From an optimization exercise on the open Yosys and OpenROAD flow, aimed at small area, a short achievable clock period and few clock cycles per item; shortcuts taken in it are not production practice.
No run shown here included a check of the RTL's function; only the layout flow was run.

==> flow/design.v (outline; a module is shown in full before it is edited, if it fits) <==
// module pe_diag: 496 lines
// module cov_fa: 4 lines
// module cov_fx: 6 lines
// module cov_fm: 6 lines
// module cov_mux2: 3 lines
// module cov_xor2: 3 lines
// module cov_maj3: 3 lines
// module cov_ha: 4 lines
// module cov_g0: 3 lines
// module cov_g1: 3 lines
// module cov_g2: 3 lines
// module cov_g3: 3 lines
// module cov_g4: 3 lines
// module cov_g5: 3 lines
// module pe_offdiag: 561 lines
// module cov_cpa: 264 lines
// module Calu_Covariance_Top: 187 lines
// module cov_add_nn: 146 lines
// module cov_add_pn: 163 lines
module Calu_Covariance_Top #(
    parameter N           = 4,
    parameter DATA_WIDTH  = 16,
    parameter ACC_WIDTH   = 32,
    parameter SAMPLES_NUM = 128,
    parameter DONE_WAIT_CYCLES = 10
)(
    input  wire                       iclk,
    input  wire                       irst_n,
    input  wire                       istart,
    input  wire                       idata_valid,
    input  wire [N*DATA_WIDTH-1:0]    idata_i,
    input  wire [N*DATA_WIDTH-1:0]    idata_q,
    output wire [N*ACC_WIDTH-1:0]           oresult_diag,
    output wire [(N*(N-1)/2)*ACC_WIDTH-1:0] oresult_upper_q,
    output wire [(N*(N-1)/2)*ACC_WIDTH-1:0] oresult_upper_i,
    output wire                       oresult_valid,
    output wire                       ocalu_done
);
  // ...
==> flow/flow/run.sh <==
#!/bin/bash
# Own layout flow: the standard layout (standard.sh, unchanged synthesis,
# floorplan, power grid, placement, CTS and routing), run with extra make
# settings on the command line:
#   SETUP_SLACK_MARGIN   timing repair aims for this much setup slack
#   BUFFER_PORTS_ARGS    port buffers are buf_4 cells, not delay buffers
#   MATCH_CELL_FOOTPRINT repair may swap a cell for any cell of the same function
#   MAX_REPAIR_ANTENNAS_ITER_* more antenna-repair rounds after routing
# The clock period and constraints are the standard flow's (constraint.sdc).
# make's full output goes to flow_make.log in this folder; ORFS's per-step
# logs stay under orfs/logs/.
set -euo pipefail
EXTRA="SETUP_SLACK_MARGIN=${FLOW_SETUP_MARGIN:-5.5} 'BUFFER_PORTS_ARGS=-buffer_cell sky130_fd_sc_hd__buf_4' MATCH_CELL_FOOTPRINT=0 MAX_REPAIR_ANTENNAS_ITER_DRT=20 MAX_REPAIR_ANTENNAS_ITER_GRT=20"
sed "s|CLKGATE_MAP_FILE= |CLKGATE_MAP_FILE= ${EXTRA} |" standard.sh > flow_standard.sh
grep -q "SETUP_SLACK_MARGIN=" flow_standard.sh
bash flow_standard.sh > flow_make.log 2>&1
test -s out/final.def
==> flow/standard.sh <==
#!/bin/bash
# synth_recipe.tcl (not shown) runs the flow's synth.tcl, then flattens the netlist and writes it again
# the make line also repeats each setting of config.mk as NAME=value (left out here)
make -C /OpenROAD-flow-scripts/flow DESIGN_CONFIG=/design/flow/config.mk WORK_HOME=/design/flow/orfs CLKGATE_MAP_FILE= SYNTH_SCRIPT=/design/flow/synth_recipe.tcl "${@:-finish}"
==> flow/config.mk <==
export PLATFORM = sky130hd
export DESIGN_NAME = Calu_Covariance_Top
export DESIGN_NICKNAME = Calu_Covariance_Top
export VERILOG_FILES = /design/flow/design.v
export SDC_FILE = /design/flow/constraint.sdc
export NUM_CORES = 8
export LEC_CHECK = 0
export CAP_MARGIN = 20
export CORE_MARGIN = 2
export CORE_UTILIZATION = 60
export CTS_CLUSTER_DIAMETER = 120
export CTS_CLUSTER_SIZE = 20
export PLACE_DENSITY = 0.68
export SLEW_MARGIN = 20
export SYNTH_HIERARCHICAL = 1
==> flow/constraint.sdc <==
create_clock -name core_clock -period 9.0 [get_ports {iclk}]
set_input_delay 1.8000 -clock core_clock [delete_from_list [all_inputs] [get_ports {iclk}]]
set_output_delay 1.8000 -clock core_clock [all_outputs]
set_load 0.01 [all_outputs]
==> key figures, run 1 <==
Run status
  • Status: complete, no violations

Placed design
  • PortBufs: 645
  • Placed cell area: 226000 µm²

Detailed routing
  • Drc violations: 0
  • Drt first pass iters: 8
  • Initial DRC count: 14856
  • Vias/cell: 5.96

Layout
  • Non-clk bufs: 1393
  • Multi-input logic portion of the cell area: 67.9%
  • Seq/total area: 21.1%
  • FF+latch area: 50700 µm²
  • Top cell category: multi-input combinational cells
  • Most frequent cells in the layout: xor2_1 (3327), nor2_1 (3228), fa_1 (3032)
  • Post-layout util: 64.9%
  • Area grow syn2layout: 7.62%

Worst setup path
  • Most used cell, CP: xor2_1
  • Nature of the critical path startpoint: flip-flop
  • Setup crit end: u_re0.ra[19]
  • Required @ worst endpoint: 9820 ps
  • Critical register-to-register path startpoint: yb0[16]

Hold path
  • WHS Endpoint: u_im5.rb[1]

CTS
  • Hold buffers post-CTS: 0
  • Clock slew at reported path FFs: 90 ps
  • Root Driver: clkbuf_16
  • Max H-tree Level: 4
  • TritonCTS Sinks: 2419

Logic synthesis
  • Proportion of netlist area held by the largest area contributor: 27.5%
  • Compound-Gate Fraction of Synth Area: 7.35%
  • Top post-synthesis cells by area: fa_1 (28%), dfxtp_1 (21%), xor2_1 (13%)

STA
  • Fmax: 278 MHz
  • Final hold violation count: 0
  • Period minus WS final: 3600 ps
  • Setup_tns: 0 ps

Floorplan
  • Tap cells: 4950
  • Core area: 369000 µm²
  • Horiz. Die Dim: 614 µm
  • Die height: 614 µm

GRT
  • M1 GR Usage: 45.3%
==> module cov_g4, before the edit <==
module cov_g4 (input a, input b, output y);
    assign y = ~(a | b);
endmodule
==> module Calu_Covariance_Top, before the edit <==
module Calu_Covariance_Top #(
    parameter N           = 4,
    parameter DATA_WIDTH  = 16,
    parameter ACC_WIDTH   = 32,
    parameter SAMPLES_NUM = 128,
    parameter DONE_WAIT_CYCLES = 10
)(
    input  wire                       iclk,
    input  wire                       irst_n,
    input  wire                       istart,
    input  wire                       idata_valid,
    input  wire [N*DATA_WIDTH-1:0]    idata_i,
    input  wire [N*DATA_WIDTH-1:0]    idata_q,
    output wire [N*ACC_WIDTH-1:0]           oresult_diag,
    output wire [(N*(N-1)/2)*ACC_WIDTH-1:0] oresult_upper_q,
    output wire [(N*(N-1)/2)*ACC_WIDTH-1:0] oresult_upper_i,
    output wire                       oresult_valid,
    output wire                       ocalu_done
);
    localparam [2:0] S_IDLE = 3'd0, S_SKIP = 3'd1, S_COLL = 3'd2, S_DRAIN = 3'd3, S_DONE = 3'd4;
    localparam [2:0] NDRAIN = 3'd4;
    reg [2:0] st;
    reg [6:0] cnt;
    reg [2:0] pcnt;
    reg [3:0] dcnt;
    reg       done_r;
    reg       coll;       
    wire idle  = (st == S_IDLE) || (st == S_DONE && dcnt == 4'd10);
    wire take  = coll && idata_valid;
    wire start = idle && istart;
    always @(posedge iclk or negedge irst_n) begin
        if (!irst_n) begin
            st <= S_IDLE;
            cnt <= 7'd0;
            pcnt <= 3'd0;
            dcnt <= 4'd0;
            done_r <= 1'b0;
            coll <= 1'b0;
        end else begin
            if (start) begin
                st <= S_SKIP;
                done_r <= 1'b0;
            end else begin
                case (st)
                    S_SKIP: begin st <= S_COLL; cnt <= 7'd0; coll <= 1'b1; end
                    S_COLL: if (idata_valid) begin
                                cnt <= cnt + 7'd1;
                                if (cnt == 7'd127) begin st <= S_DRAIN; pcnt <= 3'd0; coll <= 1'b0; end
                            end
                    S_DRAIN: begin
                                pcnt <= pcnt + 3'd1;
                                if (pcnt == NDRAIN - 3'd1) begin st <= S_DONE; dcnt <= 4'd0; done_r <= 1'b1; end
                            end
                    S_DONE: begin
                                dcnt <= dcnt + 4'd1;
                                if (dcnt == 4'd10) begin st <= S_IDLE; done_r <= 1'b0; end
                            end
                    default: st <= S_IDLE;
                endcase
            end
        end
    end
    assign ocalu_done = done_r;
    assign oresult_valid = done_r;
    wire clr_pre  = (st == S_SKIP);
    reg [15:0] xq [0:3];
    reg [15:0] xi [0:3];
    wire [15:0] q [0:3];
    wire [15:0] i [0:3];
    wire [15:0] gq [0:3];
    wire [15:0] gi [0:3];
    genvar k;
    generate
        for (k = 0; k < 4; k = k + 1) begin : g_in
            assign gq[k] = idata_q[16*k +: 16] & {16{take}};
            assign gi[k] = idata_i[16*k +: 16] & {16{take}};
            always @(posedge iclk) begin
                xq[k] <= ~gq[k];
                xi[k] <= ~gi[k];
            end
            assign q[k] = ~xq[k];
            assign i[k] = ~xi[k];
        end
    endgenerate
    reg [16:0] ya0, yb0, yc0, yd0;
    always @(posedge iclk) begin
        ya0 <= sa0; yb0 <= sb0; yc0 <= sc0; yd0 <= sd0;
    end
    wire [16:0] sa0, sb0, sc0, sd0;
    cov_add_nn u_sa0 (.a({xq[0][15], xq[0]}), .b({xq[1][15], xq[1]}), .s(sa0));
    cov_add_nn u_sb0 (.a({xi[0][15], xi[0]}), .b({xi[1][15], xi[1]}), .s(sb0));
    cov_add_pn u_sc0 (.a({xq[0][15], xq[0]}), .b({xi[1][15], xi[1]}), .s(sc0));
    cov_add_nn u_sd0 (.a({xi[0][15], xi[0]}), .b({xq[1][15], xq[1]}), .s(sd0));
    reg [16:0] ya1, yb1, yc1, yd1;
    always @(posedge iclk) begin
        ya1 <= sa1; yb1 <= sb1; yc1 <= sc1; yd1 <= sd1;
    end
    wire [16:0] sa1, sb1, sc1, sd1;
    cov_add_nn u_sa1 (.a({xq[0][15], xq[0]}), .b({xq[2][15], xq[2]}), .s(sa1));
    cov_add_nn u_sb1 (.a({xi[0][15], xi[0]}), .b({xi[2][15], xi[2]}), .s(sb1));
    cov_add_pn u_sc1 (.a({xq[0][15], xq[0]}), .b({xi[2][15], xi[2]}), .s(sc1));
    cov_add_nn u_sd1 (.a({xi[0][15], xi[0]}), .b({xq[2][15], xq[2]}), .s(sd1));
    reg [16:0] ya2, yb2, yc2, yd2;
    always @(posedge iclk) begin
        ya2 <= sa2; yb2 <= sb2; yc2 <= sc2; yd2 <= sd2;
    end
    wire [16:0] sa2, sb2, sc2, sd2;
    cov_add_nn u_sa2 (.a({xq[0][15], xq[0]}), .b({xq[3][15], xq[3]}), .s(sa2));
    cov_add_nn u_sb2 (.a({xi[0][15], xi[0]}), .b({xi[3][15], xi[3]}), .s(sb2));
    cov_add_pn u_sc2 (.a({xq[0][15], xq[0]}), .b({xi[3][15], xi[3]}), .s(sc2));
    cov_add_nn u_sd2 (.a({xi[0][15], xi[0]}), .b({xq[3][15], xq[3]}), .s(sd2));
    reg [16:0] ya3, yb3, yc3, yd3;
    always @(posedge iclk) begin
        ya3 <= sa3; yb3 <= sb3; yc3 <= sc3; yd3 <= sd3;
    end
    wire [16:0] sa3, sb3, sc3, sd3;
    cov_add_nn u_sa3 (.a({xq[1][15], xq[1]}), .b({xq[2][15], xq[2]}), .s(sa3));
    cov_add_nn u_sb3 (.a({xi[1][15], xi[1]}), .b({xi[2][15], xi[2]}), .s(sb3));
    cov_add_pn u_sc3 (.a({xq[1][15], xq[1]}), .b({xi[2][15], xi[2]}), .s(sc3));
    cov_add_nn u_sd3 (.a({xi[1][15], xi[1]}), .b({xq[2][15], xq[2]}), .s(sd3));
    reg [16:0] ya4, yb4, yc4, yd4;
    always @(posedge iclk) begin
        ya4 <= sa4; yb4 <= sb4; yc4 <= sc4; yd4 <= sd4;
    end
    wire [16:0] sa4, sb4, sc4, sd4;
    cov_add_nn u_sa4 (.a({xq[1][15], xq[1]}), .b({xq[3][15], xq[3]}), .s(sa4));
    cov_add_nn u_sb4 (.a({xi[1][15], xi[1]}), .b({xi[3][15], xi[3]}), .s(sb4));
    cov_add_pn u_sc4 (.a({xq[1][15], xq[1]}), .b({xi[3][15], xi[3]}), .s(sc4));
    cov_add_nn u_sd4 (.a({xi[1][15], xi[1]}), .b({xq[3][15], xq[3]}), .s(sd4));
    reg [16:0] ya5, yb5, yc5, yd5;
    always @(posedge iclk) begin
        ya5 <= sa5; yb5 <= sb5; yc5 <= sc5; yd5 <= sd5;
    end
    wire [16:0] sa5, sb5, sc5, sd5;
    cov_add_nn u_sa5 (.a({xq[2][15], xq[2]}), .b({xq[3][15], xq[3]}), .s(sa5));
    cov_add_nn u_sb5 (.a({xi[2][15], xi[2]}), .b({xi[3][15], xi[3]}), .s(sb5));
    cov_add_pn u_sc5 (.a({xq[2][15], xq[2]}), .b({xi[3][15], xi[3]}), .s(sc5));
    cov_add_nn u_sd5 (.a({xi[2][15], xi[2]}), .b({xq[3][15], xq[3]}), .s(sd5));
    wire [32:0] d0;
    wire [32:0] dm0;
    pe_diag u_d0 (.clk(iclk), .rst_n(irst_n), .clr_pre(clr_pre), .dm_pre(dm_pre), .dm(dm0), .qin(gq[0]), .iin(gi[0]), .acc(d0));
    wire [32:0] d1;
    wire [32:0] dm1;
    pe_diag u_d1 (.clk(iclk), .rst_n(irst_n), .clr_pre(clr_pre), .dm_pre(dm_pre), .dm(dm1), .qin(gq[1]), .iin(gi[1]), .acc(d1));
    wire [32:0] d2;
    wire [32:0] dm2;
    pe_diag u_d2 (.clk(iclk), .rst_n(irst_n), .clr_pre(clr_pre), .dm_pre(dm_pre), .dm(dm2), .qin(gq[2]), .iin(gi[2]), .acc(d2));
    wire [32:0] d3;
    wire [32:0] dm3;
    pe_diag u_d3 (.clk(iclk), .rst_n(irst_n), .clr_pre(clr_pre), .dm_pre(dm_pre), .dm(dm3), .qin(gq[3]), .iin(gi[3]), .acc(d3));
    wire dm_pre = (st == S_DRAIN) && (pcnt == 3'd1);
    wire corr_pre = dm_pre;
    wire [32:0] re0, im0;
    pe_offdiag u_re0 (.clk(iclk), .rst_n(irst_n), .clr_pre(clr_pre), .corr_pre(corr_pre), .y1n(ya0), .y2n(yb0), .dr(dm0), .dc(dm1), .acc(re0));
    pe_offdiag u_im0 (.clk(iclk), .rst_n(irst_n), .clr_pre(clr_pre), .corr_pre(corr_pre), .y1n(yc0), .y2n(yd0), .dr(dm0), .dc(dm1), .acc(im0));
    wire [32:0] re1, im1;
    pe_offdiag u_re1 (.clk(iclk), .rst_n(irst_n), .clr_pre(clr_pre), .corr_pre(corr_pre), .y1n(ya1), .y2n(yb1), .dr(dm0), .dc(dm2), .acc(re1));
    pe_offdiag u_im1 (.clk(iclk), .rst_n(irst_n), .clr_pre(clr_pre), .corr_pre(corr_pre), .y1n(yc1), .y2n(yd1), .dr(dm0), .dc(dm2), .acc(im1));
    wire [32:0] re2, im2;
    pe_offdiag u_re2 (.clk(iclk), .rst_n(irst_n), .clr_pre(clr_pre), .corr_pre(corr_pre), .y1n(ya2), .y2n(yb2), .dr(dm0), .dc(dm3), .acc(re2));
    pe_offdiag u_im2 (.clk(iclk), .rst_n(irst_n), .clr_pre(clr_pre), .corr_pre(corr_pre), .y1n(yc2), .y2n(yd2), .dr(dm0), .dc(dm3), .acc(im2));
    wire [32:0] re3, im3;
    pe_offdiag u_re3 (.clk(iclk), .rst_n(irst_n), .clr_pre(clr_pre), .corr_pre(corr_pre), .y1n(ya3), .y2n(yb3), .dr(dm1), .dc(dm2), .acc(re3));
    pe_offdiag u_im3 (.clk(iclk), .rst_n(irst_n), .clr_pre(clr_pre), .corr_pre(corr_pre), .y1n(yc3), .y2n(yd3), .dr(dm1), .dc(dm2), .acc(im3));
    wire [32:0] re4, im4;
    pe_offdiag u_re4 (.clk(iclk), .rst_n(irst_n), .clr_pre(clr_pre), .corr_pre(corr_pre), .y1n(ya4), .y2n(yb4), .dr(dm1), .dc(dm3), .acc(re4));
    pe_offdiag u_im4 (.clk(iclk), .rst_n(irst_n), .clr_pre(clr_pre), .corr_pre(corr_pre), .y1n(yc4), .y2n(yd4), .dr(dm1), .dc(dm3), .acc(im4));
    wire [32:0] re5, im5;
    pe_offdiag u_re5 (.clk(iclk), .rst_n(irst_n), .clr_pre(clr_pre), .corr_pre(corr_pre), .y1n(ya5), .y2n(yb5), .dr(dm2), .dc(dm3), .acc(re5));
    pe_offdiag u_im5 (.clk(iclk), .rst_n(irst_n), .clr_pre(clr_pre), .corr_pre(corr_pre), .y1n(yc5), .y2n(yd5), .dr(dm2), .dc(dm3), .acc(im5));
    assign oresult_diag[0 +: 32] = {{7{d0[31]}}, d0[31:7]};
    assign oresult_diag[32 +: 32] = {{7{d1[31]}}, d1[31:7]};
    assign oresult_diag[64 +: 32] = {{7{d2[31]}}, d2[31:7]};
    assign oresult_diag[96 +: 32] = {{7{d3[31]}}, d3[31:7]};
    assign oresult_upper_q[0 +: 32] = {{7{re0[32]}}, re0[32:8]};
    assign oresult_upper_i[0 +: 32] = {{7{im0[32]}}, im0[32:8]};
    assign oresult_upper_q[32 +: 32] = {{7{re1[32]}}, re1[32:8]};
    assign oresult_upper_i[32 +: 32] = {{7{im1[32]}}, im1[32:8]};
    assign oresult_upper_q[64 +: 32] = {{7{re2[32]}}, re2[32:8]};
    assign oresult_upper_i[64 +: 32] = {{7{im2[32]}}, im2[32:8]};
    assign oresult_upper_q[96 +: 32] = {{7{re3[32]}}, re3[32:8]};
    assign oresult_upper_i[96 +: 32] = {{7{im3[32]}}, im3[32:8]};
    assign oresult_upper_q[128 +: 32] = {{7{re4[32]}}, re4[32:8]};
    assign oresult_upper_i[128 +: 32] = {{7{im4[32]}}, im4[32:8]};
    assign oresult_upper_q[160 +: 32] = {{7{re5[32]}}, re5[32:8]};
    assign oresult_upper_i[160 +: 32] = {{7{im5[32]}}, im5[32:8]};
endmodule
==> module cov_add_pn, before the edit <==
module cov_add_pn (input [16:0] a, input [16:0] b, output [16:0] s);
    wire p0, g0_0;
    wire bn0;
    cov_g5 ui0 (.a(b[0]), .y(bn0));
    cov_ha ug0 (.a(a[0]), .b(bn0), .s(p0), .co(g0_0));
    wire p1, g1_0;
    wire bn1;
    cov_g5 ui1 (.a(b[1]), .y(bn1));
    cov_ha ug1 (.a(a[1]), .b(bn1), .s(p1), .co(g1_0));
    wire p2, g2_0;
    wire bn2;
    cov_g5 ui2 (.a(b[2]), .y(bn2));
    cov_ha ug2 (.a(a[2]), .b(bn2), .s(p2), .co(g2_0));
    wire p3, g3_0;
    wire bn3;
    cov_g5 ui3 (.a(b[3]), .y(bn3));
    cov_ha ug3 (.a(a[3]), .b(bn3), .s(p3), .co(g3_0));
    wire p4, g4_0;
    wire bn4;
    cov_g5 ui4 (.a(b[4]), .y(bn4));
    cov_ha ug4 (.a(a[4]), .b(bn4), .s(p4), .co(g4_0));
    wire p5, g5_0;
    wire bn5;
    cov_g5 ui5 (.a(b[5]), .y(bn5));
    cov_ha ug5 (.a(a[5]), .b(bn5), .s(p5), .co(g5_0));
    wire p6, g6_0;
    wire bn6;
    cov_g5 ui6 (.a(b[6]), .y(bn6));
    cov_ha ug6 (.a(a[6]), .b(bn6), .s(p6), .co(g6_0));
    wire p7, g7_0;
    wire bn7;
    cov_g5 ui7 (.a(b[7]), .y(bn7));
    cov_ha ug7 (.a(a[7]), .b(bn7), .s(p7), .co(g7_0));
    wire p8, g8_0;
    wire bn8;
    cov_g5 ui8 (.a(b[8]), .y(bn8));
    cov_ha ug8 (.a(a[8]), .b(bn8), .s(p8), .co(g8_0));
    wire p9, g9_0;
    wire bn9;
    cov_g5 ui9 (.a(b[9]), .y(bn9));
    cov_ha ug9 (.a(a[9]), .b(bn9), .s(p9), .co(g9_0));
    wire p10, g10_0;
    wire bn10;
    cov_g5 ui10 (.a(b[10]), .y(bn10));
    cov_ha ug10 (.a(a[10]), .b(bn10), .s(p10), .co(g10_0));
    wire p11, g11_0;
    wire bn11;
    cov_g5 ui11 (.a(b[11]), .y(bn11));
    cov_ha ug11 (.a(a[11]), .b(bn11), .s(p11), .co(g11_0));
    wire p12, g12_0;
    wire bn12;
    cov_g5 ui12 (.a(b[12]), .y(bn12));
    cov_ha ug12 (.a(a[12]), .b(bn12), .s(p12), .co(g12_0));
    wire p13, g13_0;
    wire bn13;
    cov_g5 ui13 (.a(b[13]), .y(bn13));
    cov_ha ug13 (.a(a[13]), .b(bn13), .s(p13), .co(g13_0));
    wire p14, g14_0;
    wire bn14;
    cov_g5 ui14 (.a(b[14]), .y(bn14));
    cov_ha ug14 (.a(a[14]), .b(bn14), .s(p14), .co(g14_0));
    wire p15, g15_0;
    wire bn15;
    cov_g5 ui15 (.a(b[15]), .y(bn15));
    cov_ha ug15 (.a(a[15]), .b(bn15), .s(p15), .co(g15_0));
    wire p16, g16_0;
    wire bn16;
    cov_g5 ui16 (.a(b[16]), .y(bn16));
    cov_ha ug16 (.a(a[16]), .b(bn16), .s(p16), .co(g16_0));
    wire g1_1;
    cov_g0 ua1_1 (.a(p1), .b(g0_0), .c(g1_0), .y(g1_1));
    wire g3_1;
    cov_g0 ua3_1 (.a(p3), .b(g2_0), .c(g3_0), .y(g3_1));
    wire pp3_1;
    cov_g1 um3_1 (.a(p3), .b(p2), .y(pp3_1));
    wire g5_1;
    cov_g0 ua5_1 (.a(p5), .b(g4_0), .c(g5_0), .y(g5_1));
    wire pp5_1;
    cov_g1 um5_1 (.a(p5), .b(p4), .y(pp5_1));
    wire g7_1;
    cov_g0 ua7_1 (.a(p7), .b(g6_0), .c(g7_0), .y(g7_1));
    wire pp7_1;
    cov_g1 um7_1 (.a(p7), .b(p6), .y(pp7_1));
    wire g9_1;
    cov_g0 ua9_1 (.a(p9), .b(g8_0), .c(g9_0), .y(g9_1));
    wire pp9_1;
    cov_g1 um9_1 (.a(p9), .b(p8), .y(pp9_1));
    wire g11_1;
    cov_g0 ua11_1 (.a(p11), .b(g10_0), .c(g11_0), .y(g11_1));
    wire pp11_1;
    cov_g1 um11_1 (.a(p11), .b(p10), .y(pp11_1));
    wire g13_1;
    cov_g0 ua13_1 (.a(p13), .b(g12_0), .c(g13_0), .y(g13_1));
    wire pp13_1;
    cov_g1 um13_1 (.a(p13), .b(p12), .y(pp13_1));
    wire g15_1;
    cov_g0 ua15_1 (.a(p15), .b(g14_0), .c(g15_0), .y(g15_1));
    wire pp15_1;
    cov_g1 um15_1 (.a(p15), .b(p14), .y(pp15_1));
    wire g3_2;
    cov_g0 ua3_2 (.a(pp3_1), .b(g1_1), .c(g3_1), .y(g3_2));
    wire g7_2;
    cov_g0 ua7_2 (.a(pp7_1), .b(g5_1), .c(g7_1), .y(g7_2));
    wire pp7_2;
    cov_g1 um7_2 (.a(pp7_1), .b(pp5_1), .y(pp7_2));
    wire g11_2;
    cov_g0 ua11_2 (.a(pp11_1), .b(g9_1), .c(g11_1), .y(g11_2));
    wire pp11_2;
    cov_g1 um11_2 (.a(pp11_1), .b(pp9_1), .y(pp11_2));
    wire g15_2;
    cov_g0 ua15_2 (.a(pp15_1), .b(g13_1), .c(g15_1), .y(g15_2));
    wire pp15_2;
    cov_g1 um15_2 (.a(pp15_1), .b(pp13_1), .y(pp15_2));
    wire g7_3;
    cov_g0 ua7_3 (.a(pp7_2), .b(g3_2), .c(g7_2), .y(g7_3));
    wire g15_3;
    cov_g0 ua15_3 (.a(pp15_2), .b(g11_2), .c(g15_2), .y(g15_3));
    wire pp15_3;
    cov_g1 um15_3 (.a(pp15_2), .b(pp11_2), .y(pp15_3));
    wire g15_4;
    cov_g0 ua15_4 (.a(pp15_3), .b(g7_3), .c(g15_3), .y(g15_4));
    wire g11_5;
    cov_g0 ua11_5 (.a(pp11_2), .b(g7_3), .c(g11_2), .y(g11_5));
    wire g5_6;
    cov_g0 ua5_6 (.a(pp5_1), .b(g3_2), .c(g5_1), .y(g5_6));
    wire g9_6;
    cov_g0 ua9_6 (.a(pp9_1), .b(g7_3), .c(g9_1), .y(g9_6));
    wire g13_6;
    cov_g0 ua13_6 (.a(pp13_1), .b(g11_5), .c(g13_1), .y(g13_6));
    wire g2_7;
    cov_g0 ua2_7 (.a(p2), .b(g1_1), .c(g2_0), .y(g2_7));
    wire g4_7;
    cov_g0 ua4_7 (.a(p4), .b(g3_2), .c(g4_0), .y(g4_7));
    wire g6_7;
    cov_g0 ua6_7 (.a(p6), .b(g5_6), .c(g6_0), .y(g6_7));
    wire g8_7;
    cov_g0 ua8_7 (.a(p8), .b(g7_3), .c(g8_0), .y(g8_7));
    wire g10_7;
    cov_g0 ua10_7 (.a(p10), .b(g9_6), .c(g10_0), .y(g10_7));
    wire g12_7;
    cov_g0 ua12_7 (.a(p12), .b(g11_5), .c(g12_0), .y(g12_7));
    wire g14_7;
    cov_g0 ua14_7 (.a(p14), .b(g13_6), .c(g14_0), .y(g14_7));
    wire g16_7;
    cov_g0 ua16_7 (.a(p16), .b(g15_4), .c(g16_0), .y(g16_7));
    assign s[0] = p0;
    cov_g2 us1 (.a(p1), .b(g0_0), .y(s[1]));
    cov_g2 us2 (.a(p2), .b(g1_1), .y(s[2]));
    cov_g2 us3 (.a(p3), .b(g2_7), .y(s[3]));
    cov_g2 us4 (.a(p4), .b(g3_2), .y(s[4]));
    cov_g2 us5 (.a(p5), .b(g4_7), .y(s[5]));
    cov_g2 us6 (.a(p6), .b(g5_6), .y(s[6]));
    cov_g2 us7 (.a(p7), .b(g6_7), .y(s[7]));
    cov_g2 us8 (.a(p8), .b(g7_3), .y(s[8]));
    cov_g2 us9 (.a(p9), .b(g8_7), .y(s[9]));
    cov_g2 us10 (.a(p10), .b(g9_6), .y(s[10]));
    cov_g2 us11 (.a(p11), .b(g10_7), .y(s[11]));
    cov_g2 us12 (.a(p12), .b(g11_5), .y(s[12]));
    cov_g2 us13 (.a(p13), .b(g12_7), .y(s[13]));
    cov_g2 us14 (.a(p14), .b(g13_6), .y(s[14]));
    cov_g2 us15 (.a(p15), .b(g14_7), .y(s[15]));
    cov_g2 us16 (.a(p16), .b(g15_4), .y(s[16]));
endmodule
==> run 2, diff against run 1 <==
--- a/flow/design.v
+++ b/flow/design.v
@@ -535,10 +535,7 @@
 module cov_g3 (input a, input b, output y);
     assign y = ~(a ^ b);
 endmodule
-module cov_g4 (input a, input b, output y);
-    assign y = ~(a | b);
-endmodule
-module cov_g5 (input a, output y);
+module cov_g4 (input a, output y);
     assign y = ~a;
 endmodule
 module pe_offdiag (
@@ -1431,8 +1428,6 @@
     assign ocalu_done = done_r;
     assign oresult_valid = done_r;
     wire clr_pre  = (st == S_SKIP);
-    reg [15:0] xq [0:3];
-    reg [15:0] xi [0:3];
     wire [15:0] q [0:3];
     wire [15:0] i [0:3];
     wire [15:0] gq [0:3];
@@ -1442,12 +1437,8 @@
         for (k = 0; k < 4; k = k + 1) begin : g_in
             assign gq[k] = idata_q[16*k +: 16] & {16{take}};
             assign gi[k] = idata_i[16*k +: 16] & {16{take}};
-            always @(posedge iclk) begin
-                xq[k] <= ~gq[k];
-                xi[k] <= ~gi[k];
-            end
-            assign q[k] = ~xq[k];
-            assign i[k] = ~xi[k];
+            assign q[k] = gq[k];
+            assign i[k] = gi[k];
         end
     endgenerate
     reg [16:0] ya0, yb0, yc0, yd0;
@@ -1455,55 +1446,55 @@
         ya0 <= sa0; yb0 <= sb0; yc0 <= sc0; yd0 <= sd0;
     end
     wire [16:0] sa0, sb0, sc0, sd0;
-    cov_add_nn u_sa0 (.a({xq[0][15], xq[0]}), .b({xq[1][15], xq[1]}), .s(sa0));
-    cov_add_nn u_sb0 (.a({xi[0][15], xi[0]}), .b({xi[1][15], xi[1]}), .s(sb0));
-    cov_add_pn u_sc0 (.a({xq[0][15], xq[0]}), .b({xi[1][15], xi[1]}), .s(sc0));
-    cov_add_nn u_sd0 (.a({xi[0][15], xi[0]}), .b({xq[1][15], xq[1]}), .s(sd0));
+    cov_add_hh u_sa0 (.a({q[0][15], q[0]}), .b({q[1][15], q[1]}), .s(sa0));
+    cov_add_hh u_sb0 (.a({i[0][15], i[0]}), .b({i[1][15], i[1]}), .s(sb0));
+    cov_add_pn u_sc0 (.a({i[1][15], i[1]}), .b({q[0][15], q[0]}), .s(sc0));
+    cov_add_hh u_sd0 (.a({i[0][15], i[0]}), .b({q[1][15], q[1]}), .s(sd0));
     reg [16:0] ya1, yb1, yc1, yd1;
     always @(posedge iclk) begin
         ya1 <= sa1; yb1 <= sb1; yc1 <= sc1; yd1 <= sd1;
     end
     wire [16:0] sa1, sb1, sc1, sd1;
-    cov_add_nn u_sa1 (.a({xq[0][15], xq[0]}), .b({xq[2][15], xq[2]}), .s(sa1));
-    cov_add_nn u_sb1 (.a({xi[0][15], xi[0]}), .b({xi[2][15], xi[2]}), .s(sb1));
-    cov_add_pn u_sc1 (.a({xq[0][15], xq[0]}), .b({xi[2][15], xi[2]}), .s(sc1));
-    cov_add_nn u_sd1 (.a({xi[0][15], xi[0]}), .b({xq[2][15], xq[2]}), .s(sd1));
+    cov_add_hh u_sa1 (.a({q[0][15], q[0]}), .b({q[2][15], q[2]}), .s(sa1));
+    cov_add_hh u_sb1 (.a({i[0][15], i[0]}), .b({i[2][15], i[2]}), .s(sb1));
+    cov_add_pn u_sc1 (.a({i[2][15], i[2]}), .b({q[0][15], q[0]}), .s(sc1));
+    cov_add_hh u_sd1 (.a({i[0][15], i[0]}), .b({q[2][15], q[2]}), .s(sd1));
     reg [16:0] ya2, yb2, yc2, yd2;
     always @(posedge iclk) begin
         ya2 <= sa2; yb2 <= sb2; yc2 <= sc2; yd2 <= sd2;
     end
     wire [16:0] sa2, sb2, sc2, sd2;
-    cov_add_nn u_sa2 (.a({xq[0][15], xq[0]}), .b({xq[3][15], xq[3]}), .s(sa2));
-    cov_add_nn u_sb2 (.a({xi[0][15], xi[0]}), .b({xi[3][15], xi[3]}), .s(sb2));
-    cov_add_pn u_sc2 (.a({xq[0][15], xq[0]}), .b({xi[3][15], xi[3]}), .s(sc2));
-    cov_add_nn u_sd2 (.a({xi[0][15], xi[0]}), .b({xq[3][15], xq[3]}), .s(sd2));
+    cov_add_hh u_sa2 (.a({q[0][15], q[0]}), .b({q[3][15], q[3]}), .s(sa2));
+    cov_add_hh u_sb2 (.a({i[0][15], i[0]}), .b({i[3][15], i[3]}), .s(sb2));
+    cov_add_pn u_sc2 (.a({i[3][15], i[3]}), .b({q[0][15], q[0]}), .s(sc2));
+    cov_add_hh u_sd2 (.a({i[0][15], i[0]}), .b({q[3][15], q[3]}), .s(sd2));
     reg [16:0] ya3, yb3, yc3, yd3;
     always @(posedge iclk) begin
         ya3 <= sa3; yb3 <= sb3; yc3 <= sc3; yd3 <= sd3;
     end
     wire [16:0] sa3, sb3, sc3, sd3;
-    cov_add_nn u_sa3 (.a({xq[1][15], xq[1]}), .b({xq[2][15], xq[2]}), .s(sa3));
-    cov_add_nn u_sb3 (.a({xi[1][15], xi[1]}), .b({xi[2][15], xi[2]}), .s(sb3));
-    cov_add_pn u_sc3 (.a({xq[1][15], xq[1]}), .b({xi[2][15], xi[2]}), .s(sc3));
-    cov_add_nn u_sd3 (.a({xi[1][15], xi[1]}), .b({xq[2][15], xq[2]}), .s(sd3));
+    cov_add_hh u_sa3 (.a({q[1][15], q[1]}), .b({q[2][15], q[2]}), .s(sa3));
+    cov_add_hh u_sb3 (.a({i[1][15], i[1]}), .b({i[2][15], i[2]}), .s(sb3));
+    cov_add_pn u_sc3 (.a({i[2][15], i[2]}), .b({q[1][15], q[1]}), .s(sc3));
+    cov_add_hh u_sd3 (.a({i[1][15], i[1]}), .b({q[2][15], q[2]}), .s(sd3));
     reg [16:0] ya4, yb4, yc4, yd4;
     always @(posedge iclk) begin
         ya4 <= sa4; yb4 <= sb4; yc4 <= sc4; yd4 <= sd4;
     end
     wire [16:0] sa4, sb4, sc4, sd4;
-    cov_add_nn u_sa4 (.a({xq[1][15], xq[1]}), .b({xq[3][15], xq[3]}), .s(sa4));
-    cov_add_nn u_sb4 (.a({xi[1][15], xi[1]}), .b({xi[3][15], xi[3]}), .s(sb4));
-    cov_add_pn u_sc4 (.a({xq[1][15], xq[1]}), .b({xi[3][15], xi[3]}), .s(sc4));
-    cov_add_nn u_sd4 (.a({xi[1][15], xi[1]}), .b({xq[3][15], xq[3]}), .s(sd4));
+    cov_add_hh u_sa4 (.a({q[1][15], q[1]}), .b({q[3][15], q[3]}), .s(sa4));
+    cov_add_hh u_sb4 (.a({i[1][15], i[1]}), .b({i[3][15], i[3]}), .s(sb4));
+    cov_add_pn u_sc4 (.a({i[3][15], i[3]}), .b({q[1][15], q[1]}), .s(sc4));
+    cov_add_hh u_sd4 (.a({i[1][15], i[1]}), .b({q[3][15], q[3]}), .s(sd4));
     reg [16:0] ya5, yb5, yc5, yd5;
     always @(posedge iclk) begin
         ya5 <= sa5; yb5 <= sb5; yc5 <= sc5; yd5 <= sd5;
     end
     wire [16:0] sa5, sb5, sc5, sd5;
-    cov_add_nn u_sa5 (.a({xq[2][15], xq[2]}), .b({xq[3][15], xq[3]}), .s(sa5));
-    cov_add_nn u_sb5 (.a({xi[2][15], xi[2]}), .b({xi[3][15], xi[3]}), .s(sb5));
-    cov_add_pn u_sc5 (.a({xq[2][15], xq[2]}), .b({xi[3][15], xi[3]}), .s(sc5));
-    cov_add_nn u_sd5 (.a({xi[2][15], xi[2]}), .b({xq[3][15], xq[3]}), .s(sd5));
+    cov_add_hh u_sa5 (.a({q[2][15], q[2]}), .b({q[3][15], q[3]}), .s(sa5));
+    cov_add_hh u_sb5 (.a({i[2][15], i[2]}), .b({i[3][15], i[3]}), .s(sb5));
+    cov_add_pn u_sc5 (.a({i[3][15], i[3]}), .b({q[2][15], q[2]}), .s(sc5));
+    cov_add_hh u_sd5 (.a({i[2][15], i[2]}), .b({q[3][15], q[3]}), .s(sd5));
     wire [32:0] d0;
     wire [32:0] dm0;
     pe_diag u_d0 (.clk(iclk), .rst_n(irst_n), .clr_pre(clr_pre), .dm_pre(dm_pre), .dm(dm0), .qin(gq[0]), .iin(gi[0]), .acc(d0));
@@ -1553,58 +1544,41 @@
     assign oresult_upper_q[160 +: 32] = {{7{re5[32]}}, re5[32:8]};
     assign oresult_upper_i[160 +: 32] = {{7{im5[32]}}, im5[32:8]};
 endmodule
-module cov_add_nn (input [16:0] a, input [16:0] b, output [16:0] s);
+module cov_add_hh (input [16:0] a, input [16:0] b, output [16:0] s);
     wire p0, g0_0;
-    cov_g2 up0 (.a(a[0]), .b(b[0]), .y(p0));
-    cov_g4 ug0 (.a(a[0]), .b(b[0]), .y(g0_0));
+    cov_ha ug0 (.a(a[0]), .b(b[0]), .s(p0), .co(g0_0));
     wire p1, g1_0;
-    cov_g2 up1 (.a(a[1]), .b(b[1]), .y(p1));
-    cov_g4 ug1 (.a(a[1]), .b(b[1]), .y(g1_0));
+    cov_ha ug1 (.a(a[1]), .b(b[1]), .s(p1), .co(g1_0));
     wire p2, g2_0;
-    cov_g2 up2 (.a(a[2]), .b(b[2]), .y(p2));
-    cov_g4 ug2 (.a(a[2]), .b(b[2]), .y(g2_0));
+    cov_ha ug2 (.a(a[2]), .b(b[2]), .s(p2), .co(g2_0));
     wire p3, g3_0;
-    cov_g2 up3 (.a(a[3]), .b(b[3]), .y(p3));
-    cov_g4 ug3 (.a(a[3]), .b(b[3]), .y(g3_0));
+    cov_ha ug3 (.a(a[3]), .b(b[3]), .s(p3), .co(g3_0));
     wire p4, g4_0;
-    cov_g2 up4 (.a(a[4]), .b(b[4]), .y(p4));
-    cov_g4 ug4 (.a(a[4]), .b(b[4]), .y(g4_0));
+    cov_ha ug4 (.a(a[4]), .b(b[4]), .s(p4), .co(g4_0));
     wire p5, g5_0;
-    cov_g2 up5 (.a(a[5]), .b(b[5]), .y(p5));
-    cov_g4 ug5 (.a(a[5]), .b(b[5]), .y(g5_0));
+    cov_ha ug5 (.a(a[5]), .b(b[5]), .s(p5), .co(g5_0));
     wire p6, g6_0;
-    cov_g2 up6 (.a(a[6]), .b(b[6]), .y(p6));
-    cov_g4 ug6 (.a(a[6]), .b(b[6]), .y(g6_0));
+    cov_ha ug6 (.a(a[6]), .b(b[6]), .s(p6), .co(g6_0));
     wire p7, g7_0;
-    cov_g2 up7 (.a(a[7]), .b(b[7]), .y(p7));
-    cov_g4 ug7 (.a(a[7]), .b(b[7]), .y(g7_0));
+    cov_ha ug7 (.a(a[7]), .b(b[7]), .s(p7), .co(g7_0));
     wire p8, g8_0;
-    cov_g2 up8 (.a(a[8]), .b(b[8]), .y(p8));
-    cov_g4 ug8 (.a(a[8]), .b(b[8]), .y(g8_0));
+    cov_ha ug8 (.a(a[8]), .b(b[8]), .s(p8), .co(g8_0));
     wire p9, g9_0;
-    cov_g2 up9 (.a(a[9]), .b(b[9]), .y(p9));
-    cov_g4 ug9 (.a(a[9]), .b(b[9]), .y(g9_0));
+    cov_ha ug9 (.a(a[9]), .b(b[9]), .s(p9), .co(g9_0));
     wire p10, g10_0;
-    cov_g2 up10 (.a(a[10]), .b(b[10]), .y(p10));
-    cov_g4 ug10 (.a(a[10]), .b(b[10]), .y(g10_0));
+    cov_ha ug10 (.a(a[10]), .b(b[10]), .s(p10), .co(g10_0));
     wire p11, g11_0;
-    cov_g2 up11 (.a(a[11]), .b(b[11]), .y(p11));
-    cov_g4 ug11 (.a(a[11]), .b(b[11]), .y(g11_0));
+    cov_ha ug11 (.a(a[11]), .b(b[11]), .s(p11), .co(g11_0));
     wire p12, g12_0;
-    cov_g2 up12 (.a(a[12]), .b(b[12]), .y(p12));
-    cov_g4 ug12 (.a(a[12]), .b(b[12]), .y(g12_0));
+    cov_ha ug12 (.a(a[12]), .b(b[12]), .s(p12), .co(g12_0));
     wire p13, g13_0;
-    cov_g2 up13 (.a(a[13]), .b(b[13]), .y(p13));
-    cov_g4 ug13 (.a(a[13]), .b(b[13]), .y(g13_0));
+    cov_ha ug13 (.a(a[13]), .b(b[13]), .s(p13), .co(g13_0));
     wire p14, g14_0;
-    cov_g2 up14 (.a(a[14]), .b(b[14]), .y(p14));
-    cov_g4 ug14 (.a(a[14]), .b(b[14]), .y(g14_0));
+    cov_ha ug14 (.a(a[14]), .b(b[14]), .s(p14), .co(g14_0));
     wire p15, g15_0;
-    cov_g2 up15 (.a(a[15]), .b(b[15]), .y(p15));
-    cov_g4 ug15 (.a(a[15]), .b(b[15]), .y(g15_0));
+    cov_ha ug15 (.a(a[15]), .b(b[15]), .s(p15), .co(g15_0));
     wire p16, g16_0;
-    cov_g2 up16 (.a(a[16]), .b(b[16]), .y(p16));
-    cov_g4 ug16 (.a(a[16]), .b(b[16]), .y(g16_0));
+    cov_ha ug16 (.a(a[16]), .b(b[16]), .s(p16), .co(g16_0));
     wire g1_1;
     cov_g0 ua1_1 (.a(p1), .b(g0_0), .c(g1_0), .y(g1_1));
     wire g3_1;
@@ -1635,138 +1609,162 @@
     cov_g0 ua15_1 (.a(p15), .b(g14_0), .c(g15_0), .y(g15_1));
     wire pp15_1;
     cov_g1 um15_1 (.a(p15), .b(p14), .y(pp15_1));
+    wire g2_2;
+    cov_g0 ua2_2 (.a(p2), .b(g1_1), .c(g2_0), .y(g2_2));
     wire g3_2;
     cov_g0 ua3_2 (.a(pp3_1), .b(g1_1), .c(g3_1), .y(g3_2));
+    wire g6_2;
+    cov_g0 ua6_2 (.a(p6), .b(g5_1), .c(g6_0), .y(g6_2));
+    wire pp6_2;
+    cov_g1 um6_2 (.a(p6), .b(pp5_1), .y(pp6_2));
     wire g7_2;
     cov_g0 ua7_2 (.a(pp7_1), .b(g5_1), .c(g7_1), .y(g7_2));
     wire pp7_2;
     cov_g1 um7_2 (.a(pp7_1), .b(pp5_1), .y(pp7_2));
+    wire g10_2;
+    cov_g0 ua10_2 (.a(p10), .b(g9_1), .c(g10_0), .y(g10_2));
+    wire pp10_2;
+    cov_g1 um10_2 (.a(p10), .b(pp9_1), .y(pp10_2));
     wire g11_2;
     cov_g0 ua11_2 (.a(pp11_1), .b(g9_1), .c(g11_1), .y(g11_2));
     wire pp11_2;
     cov_g1 um11_2 (.a(pp11_1), .b(pp9_1), .y(pp11_2));
+    wire g14_2;
+    cov_g0 ua14_2 (.a(p14), .b(g13_1), .c(g14_0), .y(g14_2));
+    wire pp14_2;
+    cov_g1 um14_2 (.a(p14), .b(pp13_1), .y(pp14_2));
     wire g15_2;
     cov_g0 ua15_2 (.a(pp15_1), .b(g13_1), .c(g15_1), .y(g15_2));
     wire pp15_2;
     cov_g1 um15_2 (.a(pp15_1), .b(pp13_1), .y(pp15_2));
+    wire g4_3;
+    cov_g0 ua4_3 (.a(p4), .b(g3_2), .c(g4_0), .y(g4_3));
+    wire g5_3;
+    cov_g0 ua5_3 (.a(pp5_1), .b(g3_2), .c(g5_1), .y(g5_3));
+    wire g6_3;
+    cov_g0 ua6_3 (.a(pp6_2), .b(g3_2), .c(g6_2), .y(g6_3));
     wire g7_3;
     cov_g0 ua7_3 (.a(pp7_2), .b(g3_2), .c(g7_2), .y(g7_3));
+    wire g12_3;
+    cov_g0 ua12_3 (.a(p12), .b(g11_2), .c(g12_0), .y(g12_3));
+    wire pp12_3;
+    cov_g1 um12_3 (.a(p12), .b(pp11_2), .y(pp12_3));
+    wire g13_3;
+    cov_g0 ua13_3 (.a(pp13_1), .b(g11_2), .c(g13_1), .y(g13_3));
+    wire pp13_3;
+    cov_g1 um13_3 (.a(pp13_1), .b(pp11_2), .y(pp13_3));
+    wire g14_3;
+    cov_g0 ua14_3 (.a(pp14_2), .b(g11_2), .c(g14_2), .y(g14_3));
+    wire pp14_3;
+    cov_g1 um14_3 (.a(pp14_2), .b(pp11_2), .y(pp14_3));
     wire g15_3;
     cov_g0 ua15_3 (.a(pp15_2), .b(g11_2), .c(g15_2), .y(g15_3));
     wire pp15_3;
     cov_g1 um15_3 (.a(pp15_2), .b(pp11_2), .y(pp15_3));
+    wire g8_4;
+    cov_g0 ua8_4 (.a(p8), .b(g7_3), .c(g8_0), .y(g8_4));
+    wire g9_4;
+    cov_g0 ua9_4 (.a(pp9_1), .b(g7_3), .c(g9_1), .y(g9_4));
+    wire g10_4;
+    cov_g0 ua10_4 (.a(pp10_2), .b(g7_3), .c(g10_2), .y(g10_4));
+    wire g11_4;
+    cov_g0 ua11_4 (.a(pp11_2), .b(g7_3), .c(g11_2), .y(g11_4));
+    wire g12_4;
+    cov_g0 ua12_4 (.a(pp12_3), .b(g7_3), .c(g12_3), .y(g12_4));
+    wire g13_4;
+    cov_g0 ua13_4 (.a(pp13_3), .b(g7_3), .c(g13_3), .y(g13_4));
+    wire g14_4;
+    cov_g0 ua14_4 (.a(pp14_3), .b(g7_3), .c(g14_3), .y(g14_4));
     wire g15_4;
     cov_g0 ua15_4 (.a(pp15_3), .b(g7_3), .c(g15_3), .y(g15_4));
-    wire g11_5;
-    cov_g0 ua11_5 (.a(pp11_2), .b(g7_3), .c(g11_2), .y(g11_5));
-    wire g5_6;
-    cov_g0 ua5_6 (.a(pp5_1), .b(g3_2), .c(g5_1), .y(g5_6));
-    wire g9_6;
-    cov_g0 ua9_6 (.a(pp9_1), .b(g7_3), .c(g9_1), .y(g9_6));
-    wire g13_6;
-    cov_g0 ua13_6 (.a(pp13_1), .b(g11_5), .c(g13_1), .y(g13_6));
-    wire g2_7;
-    cov_g0 ua2_7 (.a(p2), .b(g1_1), .c(g2_0), .y(g2_7));
-    wire g4_7;
-    cov_g0 ua4_7 (.a(p4), .b(g3_2), .c(g4_0), .y(g4_7));
-    wire g6_7;
-    cov_g0 ua6_7 (.a(p6), .b(g5_6), .c(g6_0), .y(g6_7));
-    wire g8_7;
-    cov_g0 ua8_7 (.a(p8), .b(g7_3), .c(g8_0), .y(g8_7));
-    wire g10_7;
-    cov_g0 ua10_7 (.a(p10), .b(g9_6), .c(g10_0), .y(g10_7));
-    wire g12_7;
-    cov_g0 ua12_7 (.a(p12), .b(g11_5), .c(g12_0), .y(g12_7));
-    wire g14_7;
-    cov_g0 ua14_7 (.a(p14), .b(g13_6), .c(g14_0), .y(g14_7));
-    wire g16_7;
-    cov_g0 ua16_7 (.a(p16), .b(g15_4), .c(g16_0), .y(g16_7));
-    cov_g5 us0 (.a(p0), .y(s[0]));
+    wire g16_5;
+    cov_g0 ua16_5 (.a(p16), .b(g15_4), .c(g16_0), .y(g16_5));
+    cov_g4 us0 (.a(p0), .y(s[0]));
     cov_g3 us1 (.a(p1), .b(g0_0), .y(s[1]));
     cov_g3 us2 (.a(p2), .b(g1_1), .y(s[2]));
-    cov_g3 us3 (.a(p3), .b(g2_7), .y(s[3]));
+    cov_g3 us3 (.a(p3), .b(g2_2), .y(s[3]));
     cov_g3 us4 (.a(p4), .b(g3_2), .y(s[4]));
-    cov_g3 us5 (.a(p5), .b(g4_7), .y(s[5]));
-    cov_g3 us6 (.a(p6), .b(g5_6), .y(s[6]));
-    cov_g3 us7 (.a(p7), .b(g6_7), .y(s[7]));
+    cov_g3 us5 (.a(p5), .b(g4_3), .y(s[5]));
+    cov_g3 us6 (.a(p6), .b(g5_3), .y(s[6]));
+    cov_g3 us7 (.a(p7), .b(g6_3), .y(s[7]));
     cov_g3 us8 (.a(p8), .b(g7_3), .y(s[8]));
-    cov_g3 us9 (.a(p9), .b(g8_7), .y(s[9]));
-    cov_g3 us10 (.a(p10), .b(g9_6), .y(s[10]));
-    cov_g3 us11 (.a(p11), .b(g10_7), .y(s[11]));
-    cov_g3 us12 (.a(p12), .b(g11_5), .y(s[12]));
-    cov_g3 us13 (.a(p13), .b(g12_7), .y(s[13]));
-    cov_g3 us14 (.a(p14), .b(g13_6), .y(s[14]));
-    cov_g3 us15 (.a(p15), .b(g14_7), .y(s[15]));
+    cov_g3 us9 (.a(p9), .b(g8_4), .y(s[9]));
+    cov_g3 us10 (.a(p10), .b(g9_4), .y(s[10]));
+    cov_g3 us11 (.a(p11), .b(g10_4), .y(s[11]));
+    cov_g3 us12 (.a(p12), .b(g11_4), .y(s[12]));
+    cov_g3 us13 (.a(p13), .b(g12_4), .y(s[13]));
+    cov_g3 us14 (.a(p14), .b(g13_4), .y(s[14]));
+    cov_g3 us15 (.a(p15), .b(g14_4), .y(s[15]));
     cov_g3 us16 (.a(p16), .b(g15_4), .y(s[16]));
 endmodule
 module cov_add_pn (input [16:0] a, input [16:0] b, output [16:0] s);
     wire p0, g0_0;
     wire bn0;
-    cov_g5 ui0 (.a(b[0]), .y(bn0));
+    cov_g4 ui0 (.a(b[0]), .y(bn0));
     cov_ha ug0 (.a(a[0]), .b(bn0), .s(p0), .co(g0_0));
     wire p1, g1_0;
     wire bn1;
-    cov_g5 ui1 (.a(b[1]), .y(bn1));
+    cov_g4 ui1 (.a(b[1]), .y(bn1));
     cov_ha ug1 (.a(a[1]), .b(bn1), .s(p1), .co(g1_0));
     wire p2, g2_0;
     wire bn2;
-    cov_g5 ui2 (.a(b[2]), .y(bn2));
+    cov_g4 ui2 (.a(b[2]), .y(bn2));
     cov_ha ug2 (.a(a[2]), .b(bn2), .s(p2), .co(g2_0));
     wire p3, g3_0;
     wire bn3;
-    cov_g5 ui3 (.a(b[3]), .y(bn3));
+    cov_g4 ui3 (.a(b[3]), .y(bn3));
     cov_ha ug3 (.a(a[3]), .b(bn3), .s(p3), .co(g3_0));
     wire p4, g4_0;
     wire bn4;
-    cov_g5 ui4 (.a(b[4]), .y(bn4));
+    cov_g4 ui4 (.a(b[4]), .y(bn4));
     cov_ha ug4 (.a(a[4]), .b(bn4), .s(p4), .co(g4_0));
     wire p5, g5_0;
     wire bn5;
-    cov_g5 ui5 (.a(b[5]), .y(bn5));
+    cov_g4 ui5 (.a(b[5]), .y(bn5));
     cov_ha ug5 (.a(a[5]), .b(bn5), .s(p5), .co(g5_0));
     wire p6, g6_0;
     wire bn6;
-    cov_g5 ui6 (.a(b[6]), .y(bn6));
+    cov_g4 ui6 (.a(b[6]), .y(bn6));
     cov_ha ug6 (.a(a[6]), .b(bn6), .s(p6), .co(g6_0));
     wire p7, g7_0;
     wire bn7;
-    cov_g5 ui7 (.a(b[7]), .y(bn7));
+    cov_g4 ui7 (.a(b[7]), .y(bn7));
     cov_ha ug7 (.a(a[7]), .b(bn7), .s(p7), .co(g7_0));
     wire p8, g8_0;
     wire bn8;
-    cov_g5 ui8 (.a(b[8]), .y(bn8));
+    cov_g4 ui8 (.a(b[8]), .y(bn8));
     cov_ha ug8 (.a(a[8]), .b(bn8), .s(p8), .co(g8_0));
     wire p9, g9_0;
     wire bn9;
-    cov_g5 ui9 (.a(b[9]), .y(bn9));
+    cov_g4 ui9 (.a(b[9]), .y(bn9));
     cov_ha ug9 (.a(a[9]), .b(bn9), .s(p9), .co(g9_0));
     wire p10, g10_0;
     wire bn10;
-    cov_g5 ui10 (.a(b[10]), .y(bn10));
+    cov_g4 ui10 (.a(b[10]), .y(bn10));
     cov_ha ug10 (.a(a[10]), .b(bn10), .s(p10), .co(g10_0));
     wire p11, g11_0;
     wire bn11;
-    cov_g5 ui11 (.a(b[11]), .y(bn11));
+    cov_g4 ui11 (.a(b[11]), .y(bn11));
     cov_ha ug11 (.a(a[11]), .b(bn11), .s(p11), .co(g11_0));
     wire p12, g12_0;
     wire bn12;
-    cov_g5 ui12 (.a(b[12]), .y(bn12));
+    cov_g4 ui12 (.a(b[12]), .y(bn12));
     cov_ha ug12 (.a(a[12]), .b(bn12), .s(p12), .co(g12_0));
     wire p13, g13_0;
     wire bn13;
-    cov_g5 ui13 (.a(b[13]), .y(bn13));
+    cov_g4 ui13 (.a(b[13]), .y(bn13));
     cov_ha ug13 (.a(a[13]), .b(bn13), .s(p13), .co(g13_0));
     wire p14, g14_0;
     wire bn14;
-    cov_g5 ui14 (.a(b[14]), .y(bn14));
+    cov_g4 ui14 (.a(b[14]), .y(bn14));
     cov_ha ug14 (.a(a[14]), .b(bn14), .s(p14), .co(g14_0));
     wire p15, g15_0;
     wire bn15;
-    cov_g5 ui15 (.a(b[15]), .y(bn15));
+    cov_g4 ui15 (.a(b[15]), .y(bn15));
     cov_ha ug15 (.a(a[15]), .b(bn15), .s(p15), .co(g15_0));
     wire p16, g16_0;
     wire bn16;
-    cov_g5 ui16 (.a(b[16]), .y(bn16));
+    cov_g4 ui16 (.a(b[16]), .y(bn16));
     cov_ha ug16 (.a(a[16]), .b(bn16), .s(p16), .co(g16_0));
     wire g1_1;
     cov_g0 ua1_1 (.a(p1), .b(g0_0), .c(g1_0), .y(g1_1));
@@ -1798,67 +1796,91 @@
     cov_g0 ua15_1 (.a(p15), .b(g14_0), .c(g15_0), .y(g15_1));
     wire pp15_1;
     cov_g1 um15_1 (.a(p15), .b(p14), .y(pp15_1));
+    wire g2_2;
+    cov_g0 ua2_2 (.a(p2), .b(g1_1), .c(g2_0), .y(g2_2));
     wire g3_2;
     cov_g0 ua3_2 (.a(pp3_1), .b(g1_1), .c(g3_1), .y(g3_2));
+    wire g6_2;
+    cov_g0 ua6_2 (.a(p6), .b(g5_1), .c(g6_0), .y(g6_2));
+    wire pp6_2;
+    cov_g1 um6_2 (.a(p6), .b(pp5_1), .y(pp6_2));
     wire g7_2;
     cov_g0 ua7_2 (.a(pp7_1), .b(g5_1), .c(g7_1), .y(g7_2));
     wire pp7_2;
     cov_g1 um7_2 (.a(pp7_1), .b(pp5_1), .y(pp7_2));
+    wire g10_2;
+    cov_g0 ua10_2 (.a(p10), .b(g9_1), .c(g10_0), .y(g10_2));
+    wire pp10_2;
+    cov_g1 um10_2 (.a(p10), .b(pp9_1), .y(pp10_2));
     wire g11_2;
     cov_g0 ua11_2 (.a(pp11_1), .b(g9_1), .c(g11_1), .y(g11_2));
     wire pp11_2;
     cov_g1 um11_2 (.a(pp11_1), .b(pp9_1), .y(pp11_2));
+    wire g14_2;
+    cov_g0 ua14_2 (.a(p14), .b(g13_1), .c(g14_0), .y(g14_2));
+    wire pp14_2;
+    cov_g1 um14_2 (.a(p14), .b(pp13_1), .y(pp14_2));
     wire g15_2;
     cov_g0 ua15_2 (.a(pp15_1), .b(g13_1), .c(g15_1), .y(g15_2));
     wire pp15_2;
     cov_g1 um15_2 (.a(pp15_1), .b(pp13_1), .y(pp15_2));
+    wire g4_3;
+    cov_g0 ua4_3 (.a(p4), .b(g3_2), .c(g4_0), .y(g4_3));
+    wire g5_3;
+    cov_g0 ua5_3 (.a(pp5_1), .b(g3_2), .c(g5_1), .y(g5_3));
+    wire g6_3;
+    cov_g0 ua6_3 (.a(pp6_2), .b(g3_2), .c(g6_2), .y(g6_3));
     wire g7_3;
     cov_g0 ua7_3 (.a(pp7_2), .b(g3_2), .c(g7_2), .y(g7_3));
+    wire g12_3;
+    cov_g0 ua12_3 (.a(p12), .b(g11_2), .c(g12_0), .y(g12_3));
+    wire pp12_3;
+    cov_g1 um12_3 (.a(p12), .b(pp11_2), .y(pp12_3));
+    wire g13_3;
+    cov_g0 ua13_3 (.a(pp13_1), .b(g11_2), .c(g13_1), .y(g13_3));
+    wire pp13_3;
+    cov_g1 um13_3 (.a(pp13_1), .b(pp11_2), .y(pp13_3));
+    wire g14_3;
+    cov_g0 ua14_3 (.a(pp14_2), .b(g11_2), .c(g14_2), .y(g14_3));
+    wire pp14_3;
+    cov_g1 um14_3 (.a(pp14_2), .b(pp11_2), .y(pp14_3));
     wire g15_3;
     cov_g0 ua15_3 (.a(pp15_2), .b(g11_2), .c(g15_2), .y(g15_3));
     wire pp15_3;
     cov_g1 um15_3 (.a(pp15_2), .b(pp11_2), .y(pp15_3));
+    wire g8_4;
+    cov_g0 ua8_4 (.a(p8), .b(g7_3), .c(g8_0), .y(g8_4));
+    wire g9_4;
+    cov_g0 ua9_4 (.a(pp9_1), .b(g7_3), .c(g9_1), .y(g9_4));
+    wire g10_4;
+    cov_g0 ua10_4 (.a(pp10_2), .b(g7_3), .c(g10_2), .y(g10_4));
+    wire g11_4;
+    cov_g0 ua11_4 (.a(pp11_2), .b(g7_3), .c(g11_2), .y(g11_4));
+    wire g12_4;
+    cov_g0 ua12_4 (.a(pp12_3), .b(g7_3), .c(g12_3), .y(g12_4));
+    wire g13_4;
+    cov_g0 ua13_4 (.a(pp13_3), .b(g7_3), .c(g13_3), .y(g13_4));
+    wire g14_4;
+    cov_g0 ua14_4 (.a(pp14_3), .b(g7_3), .c(g14_3), .y(g14_4));
     wire g15_4;
     cov_g0 ua15_4 (.a(pp15_3), .b(g7_3), .c(g15_3), .y(g15_4));
-    wire g11_5;
-    cov_g0 ua11_5 (.a(pp11_2), .b(g7_3), .c(g11_2), .y(g11_5));
-    wire g5_6;
-    cov_g0 ua5_6 (.a(pp5_1), .b(g3_2), .c(g5_1), .y(g5_6));
-    wire g9_6;
-    cov_g0 ua9_6 (.a(pp9_1), .b(g7_3), .c(g9_1), .y(g9_6));
-    wire g13_6;
-    cov_g0 ua13_6 (.a(pp13_1), .b(g11_5), .c(g13_1), .y(g13_6));
-    wire g2_7;
-    cov_g0 ua2_7 (.a(p2), .b(g1_1), .c(g2_0), .y(g2_7));
-    wire g4_7;
-    cov_g0 ua4_7 (.a(p4), .b(g3_2), .c(g4_0), .y(g4_7));
-    wire g6_7;
-    cov_g0 ua6_7 (.a(p6), .b(g5_6), .c(g6_0), .y(g6_7));
-    wire g8_7;
-    cov_g0 ua8_7 (.a(p8), .b(g7_3), .c(g8_0), .y(g8_7));
-    wire g10_7;
-    cov_g0 ua10_7 (.a(p10), .b(g9_6), .c(g10_0), .y(g10_7));
-    wire g12_7;
-    cov_g0 ua12_7 (.a(p12), .b(g11_5), .c(g12_0), .y(g12_7));
-    wire g14_7;
-    cov_g0 ua14_7 (.a(p14), .b(g13_6), .c(g14_0), .y(g14_7));
-    wire g16_7;
-    cov_g0 ua16_7 (.a(p16), .b(g15_4), .c(g16_0), .y(g16_7));
+    wire g16_5;
+    cov_g0 ua16_5 (.a(p16), .b(g15_4), .c(g16_0), .y(g16_5));
     assign s[0] = p0;
     cov_g2 us1 (.a(p1), .b(g0_0), .y(s[1]));
     cov_g2 us2 (.a(p2), .b(g1_1), .y(s[2]));
-    cov_g2 us3 (.a(p3), .b(g2_7), .y(s[3]));
+    cov_g2 us3 (.a(p3), .b(g2_2), .y(s[3]));
     cov_g2 us4 (.a(p4), .b(g3_2), .y(s[4]));
-    cov_g2 us5 (.a(p5), .b(g4_7), .y(s[5]));
-    cov_g2 us6 (.a(p6), .b(g5_6), .y(s[6]));
-    cov_g2 us7 (.a(p7), .b(g6_7), .y(s[7]));
+    cov_g2 us5 (.a(p5), .b(g4_3), .y(s[5]));
+    cov_g2 us6 (.a(p6), .b(g5_3), .y(s[6]));
+    cov_g2 us7 (.a(p7), .b(g6_3), .y(s[7]));
     cov_g2 us8 (.a(p8), .b(g7_3), .y(s[8]));
-    cov_g2 us9 (.a(p9), .b(g8_7), .y(s[9]));
-    cov_g2 us10 (.a(p10), .b(g9_6), .y(s[10]));
-    cov_g2 us11 (.a(p11), .b(g10_7), .y(s[11]));
-    cov_g2 us12 (.a(p12), .b(g11_5), .y(s[12]));
-    cov_g2 us13 (.a(p13), .b(g12_7), .y(s[13]));
-    cov_g2 us14 (.a(p14), .b(g13_6), .y(s[14]));
-    cov_g2 us15 (.a(p15), .b(g14_7), .y(s[15]));
+    cov_g2 us9 (.a(p9), .b(g8_4), .y(s[9]));
+    cov_g2 us10 (.a(p10), .b(g9_4), .y(s[10]));
+    cov_g2 us11 (.a(p11), .b(g10_4), .y(s[11]));
+    cov_g2 us12 (.a(p12), .b(g11_4), .y(s[12]));
+    cov_g2 us13 (.a(p13), .b(g12_4), .y(s[13]));
+    cov_g2 us14 (.a(p14), .b(g13_4), .y(s[14]));
+    cov_g2 us15 (.a(p15), .b(g14_4), .y(s[15]));
     cov_g2 us16 (.a(p16), .b(g15_4), .y(s[16]));
 endmodule
==> key figures, run 2 <==
CTS
  • Clock Path Buffers: 4
  • Max H-tree Level: 4 (unchanged)
  • Hold buffers post-CTS: 0 (unchanged)
  • Root Driver: clkbuf_16
  • Clock slew at reported path FFs: 90 ps (about the same)
  • TritonCTS Sinks: 2291 (-5.3%)
  • Clock Latency Late Sink: 980 ps

STA
  • Clock Skew: 88.7 ps
  • Final hold violation count: 0 (unchanged)
  • RSZ-0062 raised after global routing: yes
  • Fmax: 278 MHz (-0.20%)
  • Setup_tns: 0 ps (unchanged)
  • Max-slew violation count: 0
  • Period minus WS final: 3600 ps (+7.13 ps)
  • Final Worst Setup Slack: 5400 ps

Detailed routing
  • Initial DRC count: 15439 (+3.9%)
  • Drc violations: 0 (unchanged)
  • Vias/cell: 6.00 (+0.57%)
  • Drt first pass iters: 8 (unchanged)

Logic synthesis
  • Most used flip-flop cell after synthesis: dfxtp_1
  • Number of flops mapped to enable cells by yosys: 0
  • Mapped Area: 222000 µm²
  • Netlist cell types: 48
  • Proportion of netlist area held by the largest area contributor: 27.6% (+0.085 points)
  • Yosys reg bits: 2291
  • Top post-synthesis cells by area: fa_1 (28%), dfxtp_1 (20%), xor2_1 (12%)
  • Top post-synthesis cells by count: xor2_1 (3120), fa_1 (3064), nor2_1 (3014)
  • Syn Inst Count: 20628

Worst setup path
  • Critical Path AT: 4450 ps
  • Critical register-to-register path startpoint: yb0[12]
  • CP startpoint: yb0[12]
  • Required @ worst endpoint: 9850 ps (+30 ps)
  • Nature of the critical path startpoint: flip-flop
  • Worst setup EP type: flip-flop

Floorplan
  • Row cnt: 223
  • Die height: 613 µm (-0.15%)
  • Core area: 369000 µm² (-0.15%)
  • DIE AREA: 375000 µm²
  • Horiz. Die Dim: 613 µm (-0.15%)

GRT
  • GRT overflow: 0

Placed design
  • PortBufs: 645 (unchanged)
  • Pre-CTS setup slack: 3890 ps

Layout
  • Layout cells sized above 1: 20.0%
  • Most frequent cells in the layout: xor2_1 (2985), fa_1 (2983), nor2_1 (2891)
  • # nets final: 25770
  • Finished Layout Cells: 26736
  • Area grow syn2layout: 10.4%

Run status
  • Status: complete, no violations

Hold path
  • Hold Crit Class: reg -> reg
[run 2: changes by cell type after synthesis, moves of 15 or more]
cell      previous run  this run
clkbuf_1             1        29
inv_1              895       764
a21o_1            1456      1601
dfxtp_1           2372      2244
nor2_1            3303      3014
xor2_1            3426      3120
ha_1               884      1190
nand2_1            141        12
and3_1               3       129
and2_1             617       761
buf_2              374       359
[run 2: repair_timing]
| item | CTS | global route |
|---|---|---|
| gates cloned | 1 | 12 |
| setup endpoints to repair | 968 | 472 |
| pin swaps | 54 | 260 |
| resized for setup | 1031 | 723 |
| buffers inserted | 189 | 644 |
[run 2: modules after synthesis (local to each module, per instance), a selection]
| module | copies in the design | flip-flops and latches | area [µm²] | cells |
|---|---|---|---|---|
| cov_cpa | 16 | 0 | 7.51 | 1 |
| cov_mux2 | 256 | 0 | 15.0 | 1 |
| cov_g3 | 288 | 0 | 8.76 | 1 |
| cov_fa | 3064 | 0 | 20.0 | 1 |
| cov_ha | 1184 | 0 | 12.5 | 1 |
| pe_diag | 4 | 163 | 5210 | 572 |
| pe_offdiag | 12 | 101 | 4320 | 511 |
| cov_xor2 | 2528 | 0 | 8.76 | 1 |
| cov_g1 | 760 | 0 | 6.26 | 1 |
| cov_g4 | 120 | 0 | 3.75 | 1 |
| cov_maj3 | 1008 | 0 | 11.3 | 1 |
| cov_g2 | 592 | 0 | 8.76 | 1 |
| cov_g0 | 1600 | 0 | 7.51 | 1 |
| Calu_Covariance_Top | 1 | 427 | 11000 | 786 |
[run 2: routing by layer]
metal | global-route usage (%) | routed length [µm] | up-vias
li1 | - | - | 67313
met1 | 48.1 | 285000 | 80080
met2 | 57.2 | 324000 | 10006
met3 | 14.8 | 93800 | 2861
met4 | 32.2 | 71500 | 54
met5 | 1.38 | 1690 | -
[run 2: layout make-up]
| class | instances | area (µm²) | share of cell area [%] |
|---|---|---|---|
| Sequential cell | 2291 | 47700 | 19.4 |
| Multi-Input combinational cell | 16429 | 167000 | 68.0 |
| Tap cell | 4950 | 6190 | 2.52 |
| Timing Repair Buffer | 1752 | 16700 | 6.81 |
| Clock inverter | 31 | 419 | 0.171 |
| Antenna cell | 343 | 858 | 0.350 |
| Clock buffer | 175 | 3760 | 1.53 |
| Inverter | 765 | 2900 | 1.18 |
[run 2: cells by family after synthesis]
kind of cell	share of synthesized area (%)
muxes	1.77
xor gates and xnor gates	13.4
adders and majority gates	39.4
buffers and inverters	5.52
DFF	20.7
and+or+nand+nor	11.3
other	0.00675
AOI/OAI and AO/OA	7.83
[run 2: final timing paths]
check                          endpoint  slack (ps)  depth (start not counted)
setup / recovery           u_re0.ra[19]        5400                         11
hold / removal              u_im5.rb[1]         480                          1
setup reg to reg           u_re0.ra[19]        5400                         11
hold reg to reg             u_im5.rb[1]         480                          1
max in group asynchronous    u_im1.corr        6530                          2
min in group asynchronous     u_im5.clr        1010                          1
[run 2: worst max-delay path, stage by stage, from the launching register on]
cell and delay [ps]:
dfxtp_1 330, buf_12 160, nor2_2 180, xor2_1 200
xor2_1 280, xor2_1 330, mux2_4 350, maj3_2 320
fa_2 590, xor2_2 190, xor2_2 210, mux2_4 310
[run 2: stage by stage]
stage	util, %	area [µm²]
finish	66.5	245000
global route	66.4	245000
CTS	63.8	235000
detailed placement	61.5	227000
global placement	61.5	227000
floorplan	-	223000

afterwards: timing with drivers on the ports:
In the flow no input, the clock included, has a driving cell. The finished layouts below were timed again as built, in two steps. Step 1 assumes that a clkbuf_16 drives the clock port and a buf_2 every other input. Step 2 also shifts input and output timing later by t, the mid clock arrival at the registers, as if the neighbouring blocks saw the same clock. Slacks: ideal / step 1 / step 2; pairs: ideal / step 1.
| run | t, ns | setup slack, ns |
|---|---|---|
| run 1 | 1.078 | 5.404 / 5.371 / 5.280 |
| run 2 | 1.051 | 5.397 / 5.365 / 4.535 |
After both steps every run listed still meets setup and hold.
